From an optimization exercise on the open Yosys and OpenROAD flow, aimed at small area, a short achievable clock period and few clock cycles per item; shortcuts taken in it are not production practice.
RTL that was checked went through simulation tests only; none was proved equivalent to the original.

==> inputs of job 7828 <==
Design pu_hbm_top, start of the top module:
module pu_hbm_top #(
    parameter PE_COL_NUM = 2
)(
    input                            clk            ,
    input                            rstn           ,
    input                            hbm_vld_i      ,
    output                           hbm_rdy_o      ,
    input   [5:0]                    pu_hbm_shift_i ,
    input                            pu_prelu_en_i  ,
    input   [20 * PE_COL_NUM -1: 0]  conv_oc0_i     ,
    input   [20 * PE_COL_NUM -1: 0]  conv_oc1_i     ,
    input   [20 * PE_COL_NUM -1: 0]  conv_oc2_i     ,
    input   [20 * PE_COL_NUM -1: 0]  conv_oc3_i     ,
    input   [15:0]                   hbm_para_oc0_i ,
    input   [15:0]                   hbm_para_oc1_i ,
    input   [15:0]                   hbm_para_oc2_i ,
    input   [15:0]                   hbm_para_oc3_i ,
    output                           hbm_vld_o      ,
    input                            hbm_rdy_i      ,
    output  [8 * PE_COL_NUM -1: 0]   hbm_oc0_o      ,
    output  [8 * PE_COL_NUM -1: 0]   hbm_oc1_o      ,
    output  [8 * PE_COL_NUM -1: 0]   hbm_oc2_o      ,
    output  [8 * PE_COL_NUM -1: 0]   hbm_oc3_o
);
Settings: LEC_CHECK=0, CAP_MARGIN=20, CORE_MARGIN=2, CORE_UTILIZATION=55, CTS_CLUSTER_DIAMETER=80, CTS_CLUSTER_SIZE=25, PLACE_DENSITY=0.65, SLEW_MARGIN=20, SYNTH_HIERARCHICAL=1, SYNTH_MINIMUM_KEEP_SIZE=0; clock period 15.0 ns.
standard.sh (not shown) runs the stock make flow with config.mk's settings and CLKGATE_MAP_FILE= SYNTH_SCRIPT=/design/flow/synth_recipe.tcl, a recipe that flattens the netlist after the stock synthesis.
==> flow/flow/run.sh <==
#!/bin/bash
# Standard layout, with timing repair aiming past the clock period: repair_timing
# is asked for SETUP_SLACK_MARGIN ns of extra setup slack.
set -euo pipefail
bash standard.sh SETUP_SLACK_MARGIN=10.6 finish > standard_flow.log 2>&1
==> job 2253: changes against job 7828 <==
--- a/flow/design.v
+++ b/flow/design.v
@@ -87,48 +87,12 @@
     reg [35:0] crow_r;
     reg [7:0]  one_r [0:3];
     reg [7:0]  two_r [0:3];
     reg [7:0]  neg_r [0:3];
     reg [3:0]  p15_r;
-    reg [35:0] crow;
-    always @(*) begin
-        case (pu_hbm_shift_i)
-            6'd1: crow = 36'h2aab00001;
-            6'd2: crow = 36'h2aab00002;
-            6'd3: crow = 36'h2aab00004;
-            6'd4: crow = 36'h2aab00008;
-            6'd5: crow = 36'h2aab00010;
-            6'd6: crow = 36'h2aab00020;
-            6'd7: crow = 36'h2aab00040;
-            6'd8: crow = 36'h2aab00080;
-            6'd9: crow = 36'h2aab00100;
-            6'd10: crow = 36'h2aab00200;
-            6'd11: crow = 36'h2aab00400;
-            6'd12: crow = 36'h2aab00800;
-            6'd13: crow = 36'h2aab01000;
-            6'd14: crow = 36'h2aab02000;
-            6'd15: crow = 36'h2aab04000;
-            6'd16: crow = 36'h2aab08000;
-            6'd17: crow = 36'h2aab10000;
-            6'd18: crow = 36'h2aab20000;
-            6'd19: crow = 36'h2aab40000;
-            6'd20: crow = 36'h2aab80000;
-            6'd21: crow = 36'h2aac00000;
-            6'd22: crow = 36'h2aad00000;
-            6'd23: crow = 36'h2aaf00000;
-            6'd24: crow = 36'h2ab300000;
-            6'd25: crow = 36'h2abb00000;
-            6'd26: crow = 36'h2acb00000;
-            6'd27: crow = 36'h2aeb00000;
-            6'd28: crow = 36'h2b2b00000;
-            6'd29: crow = 36'h2bab00000;
-            6'd30: crow = 36'h2cab00000;
-            6'd31: crow = 36'h2eab00000;
-            6'd32: crow = 36'h22ab00000;
-            default: crow = 36'h2aab00000;
-        endcase
-    end
+    wire [31:0] k32  = (pu_hbm_shift_i == 6'd0 || pu_hbm_shift_i > 6'd32) ? 32'd0 : (32'd1 << (pu_hbm_shift_i - 6'd1));
+    wire [35:0] crow = {{4{k32[31]}}, k32} + 36'h2aab00000;
     wire [34:0] ovm;
     genvar b;
     generate
         for (b = 0; b < 35; b = b + 1) begin : OVM
             assign ovm[b] = ({1'b0, shift_r} + 7'd8) <= b;
Settings changed: CORE_UTILIZATION 55 to 45, CTS_CLUSTER_SIZE 25 to 30, PLACE_DENSITY 0.65 to 0.55.
==> run summary <==
	job 2253	job 7828
Synth Register Bits	1202	1201
Die H	514 um	464 um
Post-route minimum period	4.43 ns	4.42 ns
Relative area of non-clock buffer cells in the final design	4.00%	3.95%
Run status	no timing/DRC/antenna violations	no timing/DRC/antenna violations
Fraction of registers with async set or reset after synthesis	1.16%	1.17%
Number of post-CTS setup repair buffers	8	19
Basic-gate share of the synthesized area counting and, or, nand and nor cells	8.55%	8.96%
Synth-to-Final Area Change	8.88%	8.00%
Die width	514 um	464 um
Number of CTS-inserted buffers	101	87
Final critical-path setup slack	10.57 ns	10.58 ns
ClkCell Share	3.16%	2.54%
Testbench counts of job 2253, summed over its fixed seeds: cycles 4,192, items 4,096.
No functional check of the RTL was part of job 7828.

---

==> v9: inputs <==
Another version of the RTL of pu_hbm_top (not shown whole).
export LEC_CHECK = 0
export CAP_MARGIN = 20
export CORE_MARGIN = 2
export CORE_UTILIZATION = 35
export PLACE_DENSITY = 0.45
export SLEW_MARGIN = 20
export SYNTH_HIERARCHICAL = 1
export SYNTH_MINIMUM_KEEP_SIZE = 0
create_clock -name core_clock -period 15.0 [get_ports {clk}]
==> flow/flow/run.sh <==
#!/bin/bash
# Standard layout, with timing repair aiming past the clock period: repair_timing
# is asked for SETUP_SLACK_MARGIN ns of extra setup slack.
set -euo pipefail
bash standard.sh SETUP_SLACK_MARGIN=10.5 finish > standard_flow.log 2>&1
==> v24: changes against v9 <==
--- a/flow/design.v
+++ b/flow/design.v
@@ -3,11 +3,12 @@
     input  [7:0]  one_i ,
     input  [7:0]  two_i ,
     input  [7:0]  neg_i ,
     input         p15_i ,
     input  [35:0] c_i   ,
-    output [35:0] v_o
+    output [35:0] ra_o  ,
+    output [35:0] rb_o
 );
     wire pp0_0;
     wire pp0_1;
     wire pp0_2;
     wire pp0_3;
@@ -749,11 +750,12 @@
     pu_fa u_fa180 (.a(fc144), .b(fs145), .c(c_i[33]), .s(fs180), .co(fc180));
     pu_fa u_fa181 (.a(fc145), .b(hs146), .c(c_i[34]), .s(fs181), .co(fc181));
     pu_fa u_fa182 (.a(hc146), .b(pp8_19), .c(c_i[35]), .s(fs182), .co(fc182));
     wire [35:0] ra = {fc181, fc180, fc179, fc178, fc177, fc176, fc175, fc174, fc173, fc172, fc171, fc170, fc169, fc168, fc167, fc166, fc165, fc164, fc163, fc162, fc161, fc160, fc159, fc158, fc157, fc156, fc155, fc154, fc153, fc152, fc151, fc150, fc149, hc148, hc147, hs147};
     wire [35:0] rb = {fs182, fs181, fs180, fs179, fs178, fs177, fs176, fs175, fs174, fs173, fs172, fs171, fs170, fs169, fs168, fs167, fs166, fs165, fs164, fs163, fs162, fs161, fs160, fs159, fs158, fs157, fs156, fs155, fs154, fs153, fs152, fs151, fs150, fs149, hs148, c_i[0]};
-    assign v_o = ra + rb;
+    assign ra_o = ra;
+    assign rb_o = rb;
 endmodule
 module pu_fa (
     input  a, b, c,
     output s, co
 );
@@ -766,17 +768,19 @@
 );
     assign s  = a ^ b;
     assign co = a & b;
 endmodule
 module pu_hbm_win (
-    input  [35:0] v_i   ,
+    input  [35:0] a_i   ,
+    input  [35:0] b_i   ,
     input  [5:0]  s_i   ,
     input  [34:0] ovm_i ,   
     output [7:0]  w_o   ,
     output        ovf_o ,
     output        neg_o
 );
+    wire [35:0] v_i = a_i + b_i;
     wire [34:0] sh = v_i[34:0] >> s_i;
     assign w_o   = sh[7:0];
     assign ovf_o = |(v_i[34:0] & ovm_i);
     assign neg_o = v_i[35];
 endmodule
@@ -888,26 +892,31 @@
     end
     wire [QW-1:0] res;
     genvar i;
     generate
         for (i = 0; i < NL; i = i + 1) begin : LANE
-            wire [35:0] v;
-            reg  [35:0] v_r;
+            wire [35:0] ra, rb;
+            reg  [35:0] ra_r, rb_r;
             wire [7:0]  w;
             wire        ovf, ng;
             pu_mul u_mul (
                 .x_i   (x_r[20*i +: 20]),
                 .one_i (one_r[i/PE_COL_NUM]),
                 .two_i (two_r[i/PE_COL_NUM]),
                 .neg_i (neg_r[i/PE_COL_NUM]),
                 .p15_i (p15_r[i/PE_COL_NUM]),
                 .c_i   (crow_r),
-                .v_o   (v)
+                .ra_o  (ra),
+                .rb_o  (rb)
             );
-            always @(posedge clk) v_r <= v;
+            always @(posedge clk) begin
+                ra_r <= ra;
+                rb_r <= rb;
+            end
             pu_hbm_win u_win (
-                .v_i   (v_r),
+                .a_i   (ra_r),
+                .b_i   (rb_r),
                 .s_i   (shift_r),
                 .ovm_i (ovm_r),
                 .w_o   (w),
                 .ovf_o (ovf),
                 .neg_o (ng)
==> flow/flow/run.sh (replaced) <==
#!/bin/bash
# Standard layout, with timing repair aiming past the clock period: repair_timing
# is asked for SETUP_SLACK_MARGIN ns of extra setup slack.
set -euo pipefail
bash standard.sh SETUP_SLACK_MARGIN=10.6 finish > standard_flow.log 2>&1
- CORE_UTILIZATION: 35 -> 45
- CTS_CLUSTER_DIAMETER: not set -> 80
- CTS_CLUSTER_SIZE: not set -> 30
- PLACE_DENSITY: 0.45 -> 0.55
==> qor summary <==
                                                                         v24              v9
Synth Area in XOR/XNOR                                                0.1071          0.1305
Total core area                                                   288600 um2      305600 um2
Proportion of synthesized area in mux cells                          0.03208         0.06514
Run status                                                    finished clean  finished clean
Worst Path Required                                                 12.00 ns        15.76 ns
Post-Synth Simple-Gate Area                                          0.07915         0.07999
Fraction of final layout cells sized beyond drive strength 1          0.2032          0.2692
Global-route wire length before repair                             642900 um       651000 um
Data arrival, critical path                                          1.80 ns         6.03 ns
Number of buffers created by CTS                                         100             114
Clock buffer instance count of the final layout                          104             140
Clock latency at the later pin of the worst-skew pair                0.89 ns         0.90 ns
Antenna violations before repair                                          22              23
Testbench counts of v9, summed over its fixed seeds: cycles 4,192, items 4,096.
No functional check of the RTL was part of v24.

-- afterwards: timing with drivers on the ports --
In the flow no input, the clock included, has a driving cell. The finished layouts below were timed again as built, in two steps.
Step 1 (the two cells are an assumption about what drives the block):
set clk [get_ports {clk}]
set_driving_cell -lib_cell sky130_fd_sc_hd__clkbuf_16 $clk
set_driving_cell -lib_cell sky130_fd_sc_hd__buf_2 [delete_from_list [all_inputs] $clk]
Step 2 also shifts input and output timing later by t, the mid clock arrival at the registers, as if the neighbouring blocks saw the same clock.
Three values: ideal, step 1, step 2; two values: the first two.
run	t, ns	slack for setup (ns)	hold WS [ns]	worst setup path at the end	worst data-port slew with drivers (ns)
job 7828	0.864	10.577 / 10.484 / 10.010	0.365 / 0.365 / 0.365	input to register	0.30
job 2253	0.885	10.567 / 10.471 / 9.801	0.373 / 0.373 / 0.373	input to register	0.14
v9	0.967	9.726 / 9.726 / 9.537	0.364 / 0.364 / 0.364	input to register	0.25
v24	0.960	10.198 / 10.105 / 9.576	0.366 / 0.366 / 0.366	input to register	0.28
After both steps every run listed still meets setup and hold. For job 2253, which loses most, drivers alone change the setup slack by -0.096 ns; drivers and shift together by -0.766 ns.
